This design comes from an exercise in tuning for small area and a short achievable clock period on the open sky130 flow, not from production work.
Where RTL was checked, it was by simulation tests only, not by an equivalence proof against the original.

==> trial 15 <==
// piped_wallace_mult
module piped_wallace_mult(
    input wire clock, reset,
    input wire [15:0] x, y,
    output reg [31:0] prod
);
make LEC_CHECK=0 ABC_CLOCK_PERIOD_IN_PS=600 CAP_MARGIN=20 CORE_MARGIN=2 CORE_UTILIZATION=40 SETUP_SLACK_MARGIN=1.1 SLEW_MARGIN=20 finish   # period 2.8 ns
run.sh (not shown) runs the stock make flow with config.mk's settings and CLKGATE_MAP_FILE= SYNTH_SCRIPT=/design/flow/synth_recipe.tcl, a recipe that flattens the netlist after the stock synthesis.
==> trial 74: changes against trial 15 <==
--- a/flow/config.mk
+++ b/flow/config.mk
@@ -6,8 +6,7 @@
 export NUM_CORES = 4
 export LEC_CHECK = 0
-export ABC_CLOCK_PERIOD_IN_PS = 600
 export CAP_MARGIN = 20
 export CORE_MARGIN = 2
 export CORE_UTILIZATION = 40
-export SETUP_SLACK_MARGIN = 1.1
+export SETUP_SLACK_MARGIN = 0.6
 export SLEW_MARGIN = 20
==> trial 30: changes against trial 15 <==
--- a/flow/config.mk
+++ b/flow/config.mk
@@ -6,5 +6,5 @@
 export NUM_CORES = 4
 export LEC_CHECK = 0
-export ABC_CLOCK_PERIOD_IN_PS = 600
+export ABC_CLOCK_PERIOD_IN_PS = 1500
 export CAP_MARGIN = 20
 export CORE_MARGIN = 2
==> results.json <==
{
  "status": "no timing/DRC/antenna violations",
  "power_density_mw_per_mm2": 848.7,
  "postCtsSetupBuffers": 36,
  "multi_input_area_share": 0.4311,
  "worst_hold_slack_ns": 0.1804,
  "dp_slack_ns": -0.1875,
  "fin_crit_sh": 0.9858,
  "drt-met1-wl_um": 12740,
  "use_met3": 0.03207,
  "wl_per_cell_um": 17.35
}
That was trial 30.
==> results.json <==
{
  "status": "no timing/DRC/antenna violations",
  "use_met3": 0.02890,
  "postCtsSetupBuffers": 11,
  "dp_slack_ns": -0.2382,
  "worst_hold_slack_ns": 0.2671
}
That was trial 74.
==> results.json <==
{
  "status": "no timing/DRC/antenna violations",
  "use_met3": 0.03207,
  "drt-met1-wl_um": 12740,
  "power_density_mw_per_mm2": 848.7,
  "dp_slack_ns": -0.1875,
  "fin_crit_sh": 0.9858
}
That was trial 15.
Function was not checked in any run of this note: the RTL went through the layout flow alone.

==> v11 <==
piped_wallace_mult, a different RTL version from the one above (not shown whole).
export LEC_CHECK = 0
export CAP_MARGIN = 20
export CORE_MARGIN = 2
export CORE_UTILIZATION = 40
export SETUP_SLACK_MARGIN = 0.8
export SLEW_MARGIN = 20
export SYNTH_HIERARCHICAL = 1
export SYNTH_MINIMUM_KEEP_SIZE = 0
create_clock -name core_clock -period 2.8 [get_ports {clock}]
==> v13 (differences from v11) <==
==> flow/config.mk (replaced) <==
export PLATFORM = sky130hd
export DESIGN_NAME = piped_wallace_mult
export DESIGN_NICKNAME = piped_wallace_mult
export VERILOG_FILES = /design/flow/design.v
export SDC_FILE = /design/flow/constraint.sdc
export NUM_CORES = 4
export LEC_CHECK = 0
export CAP_MARGIN = 20
export CORE_MARGIN = 2
export CORE_UTILIZATION = 55
export SETUP_SLACK_MARGIN = 0.95
export SLEW_MARGIN = 20
export SYNTH_HIERARCHICAL = 1
export SYNTH_MINIMUM_KEEP_SIZE = 0
==> v27 (differences from v11) <==
--- a/flow/design.v
+++ b/flow/design.v
@@ -3,13 +3,13 @@
     input wire [15:0] x, y,
     output reg [31:0] prod
 );
     reg [59:0] r1;
     reg [101:0] r2;
     reg [61:0] r3;
-    reg v1, v2;
+    reg v1, v2, v3;
     wire g1 = x[1] & x[0];
     wire q2 = x[1] ^ x[0];
     wire g3 = x[2] & x[1];
     wire q4 = x[2] ^ x[1];
     wire g5 = x[3] & x[2];
     wire q6 = x[3] ^ x[2];
@@ -572,20 +572,20 @@
     wire z624 = r3[59] ^ t591;
     wire z625 = r3[61] ^ t593;
     wire [31:0] result = {z625, z624, z623, z622, z621, z620, z619, z618, z617, z616, z615, z614, z613, z612, z611, z610, z609, z608, z607, z606, z605, z604, z603, z602, z601, z600, z599, z598, z597, z596, z595, r3[1]};
     always @(posedge clock) begin
         r1 <= {(y[14] & y[15]), (y[14] & ~y[15]) | (~y[14] & y[15]), y[14], (y[11] & y[12] & y[13] & ~y[14]) | (~y[11] & ~y[12] & ~y[13] & y[14]), (y[11] & ~y[12] & y[13] & ~y[14]) | (~y[11] & y[12] & y[13] & ~y[14]) | (y[11] & ~y[12] & ~y[13] & y[14]) | (~y[11] & y[12] & ~y[13] & y[14]), (y[11] & y[12] & ~y[13] & ~y[14]) | (~y[11] & ~y[12] & y[13] & ~y[14]) | (y[11] & y[12] & ~y[13] & y[14]) | (~y[11] & ~y[12] & y[13] & y[14]), (y[11] & ~y[12] & ~y[13] & ~y[14]) | (~y[11] & y[12] & ~y[13] & ~y[14]) | (y[11] & ~y[12] & y[13] & y[14]) | (~y[11] & y[12] & y[13] & y[14]), y[11], (y[8] & y[9] & y[10] & ~y[11]) | (~y[8] & ~y[9] & ~y[10] & y[11]), (y[8] & ~y[9] & y[10] & ~y[11]) | (~y[8] & y[9] & y[10] & ~y[11]) | (y[8] & ~y[9] & ~y[10] & y[11]) | (~y[8] & y[9] & ~y[10] & y[11]), (y[8] & y[9] & ~y[10] & ~y[11]) | (~y[8] & ~y[9] & y[10] & ~y[11]) | (y[8] & y[9] & ~y[10] & y[11]) | (~y[8] & ~y[9] & y[10] & y[11]), (y[8] & ~y[9] & ~y[10] & ~y[11]) | (~y[8] & y[9] & ~y[10] & ~y[11]) | (y[8] & ~y[9] & y[10] & y[11]) | (~y[8] & y[9] & y[10] & y[11]), y[8], (y[5] & y[6] & y[7] & ~y[8]) | (~y[5] & ~y[6] & ~y[7] & y[8]), (y[5] & ~y[6] & y[7] & ~y[8]) | (~y[5] & y[6] & y[7] & ~y[8]) | (y[5] & ~y[6] & ~y[7] & y[8]) | (~y[5] & y[6] & ~y[7] & y[8]), (y[5] & y[6] & ~y[7] & ~y[8]) | (~y[5] & ~y[6] & y[7] & ~y[8]) | (y[5] & y[6] & ~y[7] & y[8]) | (~y[5] & ~y[6] & y[7] & y[8]), (y[5] & ~y[6] & ~y[7] & ~y[8]) | (~y[5] & y[6] & ~y[7] & ~y[8]) | (y[5] & ~y[6] & y[7] & y[8]) | (~y[5] & y[6] & y[7] & y[8]), y[5], (y[2] & y[3] & y[4] & ~y[5]) | (~y[2] & ~y[3] & ~y[4] & y[5]), (y[2] & ~y[3] & y[4] & ~y[5]) | (~y[2] & y[3] & y[4] & ~y[5]) | (y[2] & ~y[3] & ~y[4] & y[5]) | (~y[2] & y[3] & ~y[4] & y[5]), (y[2] & y[3] & ~y[4] & ~y[5]) | (~y[2] & ~y[3] & y[4] & ~y[5]) | (y[2] & y[3] & ~y[4] & y[5]) | (~y[2] & ~y[3] & y[4] & y[5]), (y[2] & ~y[3] & ~y[4] & ~y[5]) | (~y[2] & y[3] & ~y[4] & ~y[5]) | (y[2] & ~y[3] & y[4] & y[5]) | (~y[2] & y[3] & y[4] & y[5]), y[2], (~y[0] & ~y[1] & y[2]), (y[0] & y[1] & ~y[2]) | (y[0] & ~y[1] & y[2]), (~y[0] & y[1] & ~y[2]) | (~y[0] & y[1] & y[2]), (y[0] & ~y[1] & ~y[2]) | (y[0] & y[1] & y[2]), t110, z125, z124, z123, z122, z121, z120, z119, z118, z117, z116, z115, z114, z113, z112, z111, q2, x[15], x[14], x[13], x[12], x[11], x[10], x[9], x[8], x[7], x[6], x[5], x[4], x[3], x[2], x[1], x[0]};
         r2 <= {p232, p237, p231, p230, p215, p229, p214, p236, p228, p213, c297, p227, s296, c295, p226, s294, c293, p235, s292, c291, c289, s290, s288, c287, c285, s286, s284, c283, c281, s282, s280, c279, c277, s278, s276, c275, c273, s274, s272, c271, c269, s270, s268, c267, c265, s266, s264, c263, c261, s262, s260, c259, c257, s258, s256, c255, c253, s254, s252, c251, c249, s250, s248, c247, c245, r1[57], s246, s244, c243, p182, p167, s242, c241, p181, p166, s240, c239, r1[52], p180, p165, s238, p164, p149, p134, p163, p148, p133, r1[47], p162, p147, p132, p146, p131, p145, p130, r1[42], p144, p129, p128, p127, r1[37], p126};
+        r3 <= {c401 ^ s402, c401 & s402, c399 ^ s400, c399 & s400, c397 ^ s398, c397 & s398, c395 ^ s396, c395 & s396, c393 ^ s394, c393 & s394, c391 ^ s392, c391 & s392, c389 ^ s390, c389 & s390, c387 ^ s388, c387 & s388, c385 ^ s386, c385 & s386, c383 ^ s384, c383 & s384, c381 ^ s382, c381 & s382, c379 ^ s380, c379 & s380, c377 ^ s378, c377 & s378, c375 ^ s376, c375 & s376, c373 ^ s374, c373 & s374, c371 ^ s372, c371 & s372, c369 ^ s370, c369 & s370, c367 ^ s368, c367 & s368, c365 ^ s366, c365 & s366, c363 ^ s364, c363 & s364, c361 ^ s362, c361 & s362, c359 ^ s360, c359 & s360, c357 ^ s358, c357 & s358, c355 ^ s356, c355 & s356, c353 ^ s354, c353 & s354, c351 ^ s352, c351 & s352, c349 ^ s350, c349 & s350, c347 ^ s348, c347 & s348, s346 ^ r2[6], s346 & r2[6], r2[3], r2[2], r2[0] ^ r2[1], r2[0] & r2[1]};
     end
     always @(posedge clock or posedge reset)
         if (reset) begin
-            v1 <= 1'b0; v2 <= 1'b0; r3 <= 62'd0; prod <= 32'd0;
+            v1 <= 1'b0; v2 <= 1'b0; v3 <= 1'b0; prod <= 32'd0;
         end else begin
-            v1 <= 1'b1; v2 <= v1;
-            r3 <= v2 ? {c401 ^ s402, c401 & s402, c399 ^ s400, c399 & s400, c397 ^ s398, c397 & s398, c395 ^ s396, c395 & s396, c393 ^ s394, c393 & s394, c391 ^ s392, c391 & s392, c389 ^ s390, c389 & s390, c387 ^ s388, c387 & s388, c385 ^ s386, c385 & s386, c383 ^ s384, c383 & s384, c381 ^ s382, c381 & s382, c379 ^ s380, c379 & s380, c377 ^ s378, c377 & s378, c375 ^ s376, c375 & s376, c373 ^ s374, c373 & s374, c371 ^ s372, c371 & s372, c369 ^ s370, c369 & s370, c367 ^ s368, c367 & s368, c365 ^ s366, c365 & s366, c363 ^ s364, c363 & s364, c361 ^ s362, c361 & s362, c359 ^ s360, c359 & s360, c357 ^ s358, c357 & s358, c355 ^ s356, c355 & s356, c353 ^ s354, c353 & s354, c351 ^ s352, c351 & s352, c349 ^ s350, c349 & s350, c347 ^ s348, c347 & s348, s346 ^ r2[6], s346 & r2[6], r2[3], r2[2], r2[0] ^ r2[1], r2[0] & r2[1]} : 62'd0;
-            prod <= result;
+            v1 <= 1'b1; v2 <= v1; v3 <= v2;
+            prod <= v3 ? result : 32'd0;
         end
 endmodule
 module pfx(input wire gh, ph, gl, pl, output wire g, p);
     assign g = gh | (ph & gl);
     assign p = ph & pl;
 endmodule
--- a/flow/config.mk
+++ b/flow/config.mk
@@ -5,10 +5,11 @@
 export SDC_FILE = /design/flow/constraint.sdc
 export NUM_CORES = 4
 export LEC_CHECK = 0
 export CAP_MARGIN = 20
 export CORE_MARGIN = 2
 export CORE_UTILIZATION = 40
-export SETUP_SLACK_MARGIN = 0.8
+export CTS_BUF_LIST = sky130_fd_sc_hd__clkbuf_8
+export SETUP_SLACK_MARGIN = 0.95
 export SLEW_MARGIN = 20
 export SYNTH_HIERARCHICAL = 1
 export SYNTH_MINIMUM_KEEP_SIZE = 0
==> qor summary <==
| quantity | v11 | v27 | v13 |
|---|---|---|---|
| Outcome | no timing/DRC/antenna violations | no timing/DRC/antenna violations | no timing/DRC/antenna violations |
| Initial DRC count | 558 | 554 | 826 |
| Well tap count | 448 | 442 | 324 |
| Slowest CP cell | sky130_fd_sc_hd__clkdlybuf4s50_1 | sky130_fd_sc_hd__clkdlybuf4s50_1 | sky130_fd_sc_hd__fa_1 |
| Synth Register Bits | 257 | 258 | 257 |
| Die outline height | 187 um | 185 um | 160 um |
| Met3 GRT Util | 3.60% | 3.04% | 3.09% |
| Minimum clock period after layout | 1.96 ns | 1.86 ns | 1.93 ns |
| Horizontal die dimension | 187 um | 185 um | 160 um |
| Initial Utilization | 40.4% | 40.4% | 55.6% |
| Pin count of the biggest net entering global routing | 96 | 36 | 62 |
| Cell area after placement | 14,400 um2 | 13,900 um2 | 14,200 um2 |
| Sequential area share after synthesis | 41.8% | 41.0% | 41.8% |
| Core area | 33,300 um2 | 32,300 um2 | 24,200 um2 |
| Post-Route Skew | 0.00703 ns | 0.0169 ns | 0.0109 ns |
| Area added between synthesis and finish | 14.8% | 16.1% | 14.0% |
| Count of cells resized by post-cts repair | 8 | 71 | 75 |
| Vias after detailed routing | 8,048 | 8,021 | 8,110 |
| Final WS setup | 0.844 ns | 0.936 ns | 0.871 ns |
| Count of standard-cell rows | 67 | 66 | 57 |
| Grt peak-use layer | met2 | met2 | met1 |
For v27, only the layout was checked, not whether the RTL still works.

==> what the ideal ports hide <==
No port has a modelled driver above. Below, the same layouts with a new extraction and two added sets of constraints.
Step 1: set_driving_cell puts a clkbuf_16 on clock and a buf_2 on each other input, an assumption about the parent block.
Step 2, shift: input delay + t, output delay - t, t = (earliest + latest rising clock arrival at the registers) / 2. This alone moves slack from input paths to output paths.
Slacks: ideal / step 1 / step 2; pairs: ideal / step 1.
run | shift t [ns] | setup slack, ns | worst setup path at the end | clock arrival spread, ns | pins driven straight from the clock port
trial 15 | 0.571 | 0.040 / 0.040 / 0.040 | register to register | 0.011 / 0.011 | 1
trial 74 | 0.566 | 0.051 / 0.051 / 0.051 | register to register | 0.015 / 0.015 | 1
trial 30 | 0.571 | 0.040 / 0.040 / 0.040 | register to register | 0.011 / 0.011 | 1
v11 | 0.575 | 0.844 / 0.803 / 0.301 | input to register | 0.008 / 0.008 | 1
v13 | 0.577 | 0.871 / 0.871 / 0.383 | input to register | 0.011 / 0.011 | 1
v27 | 0.581 | 0.936 / 0.953 / 0.377 | input to register | 0.019 / 0.019 | 1
After both steps setup and hold are still met in every run listed. For v27, which loses most, drivers alone change the setup slack by +0.017 ns; drivers and shift together by -0.559 ns.
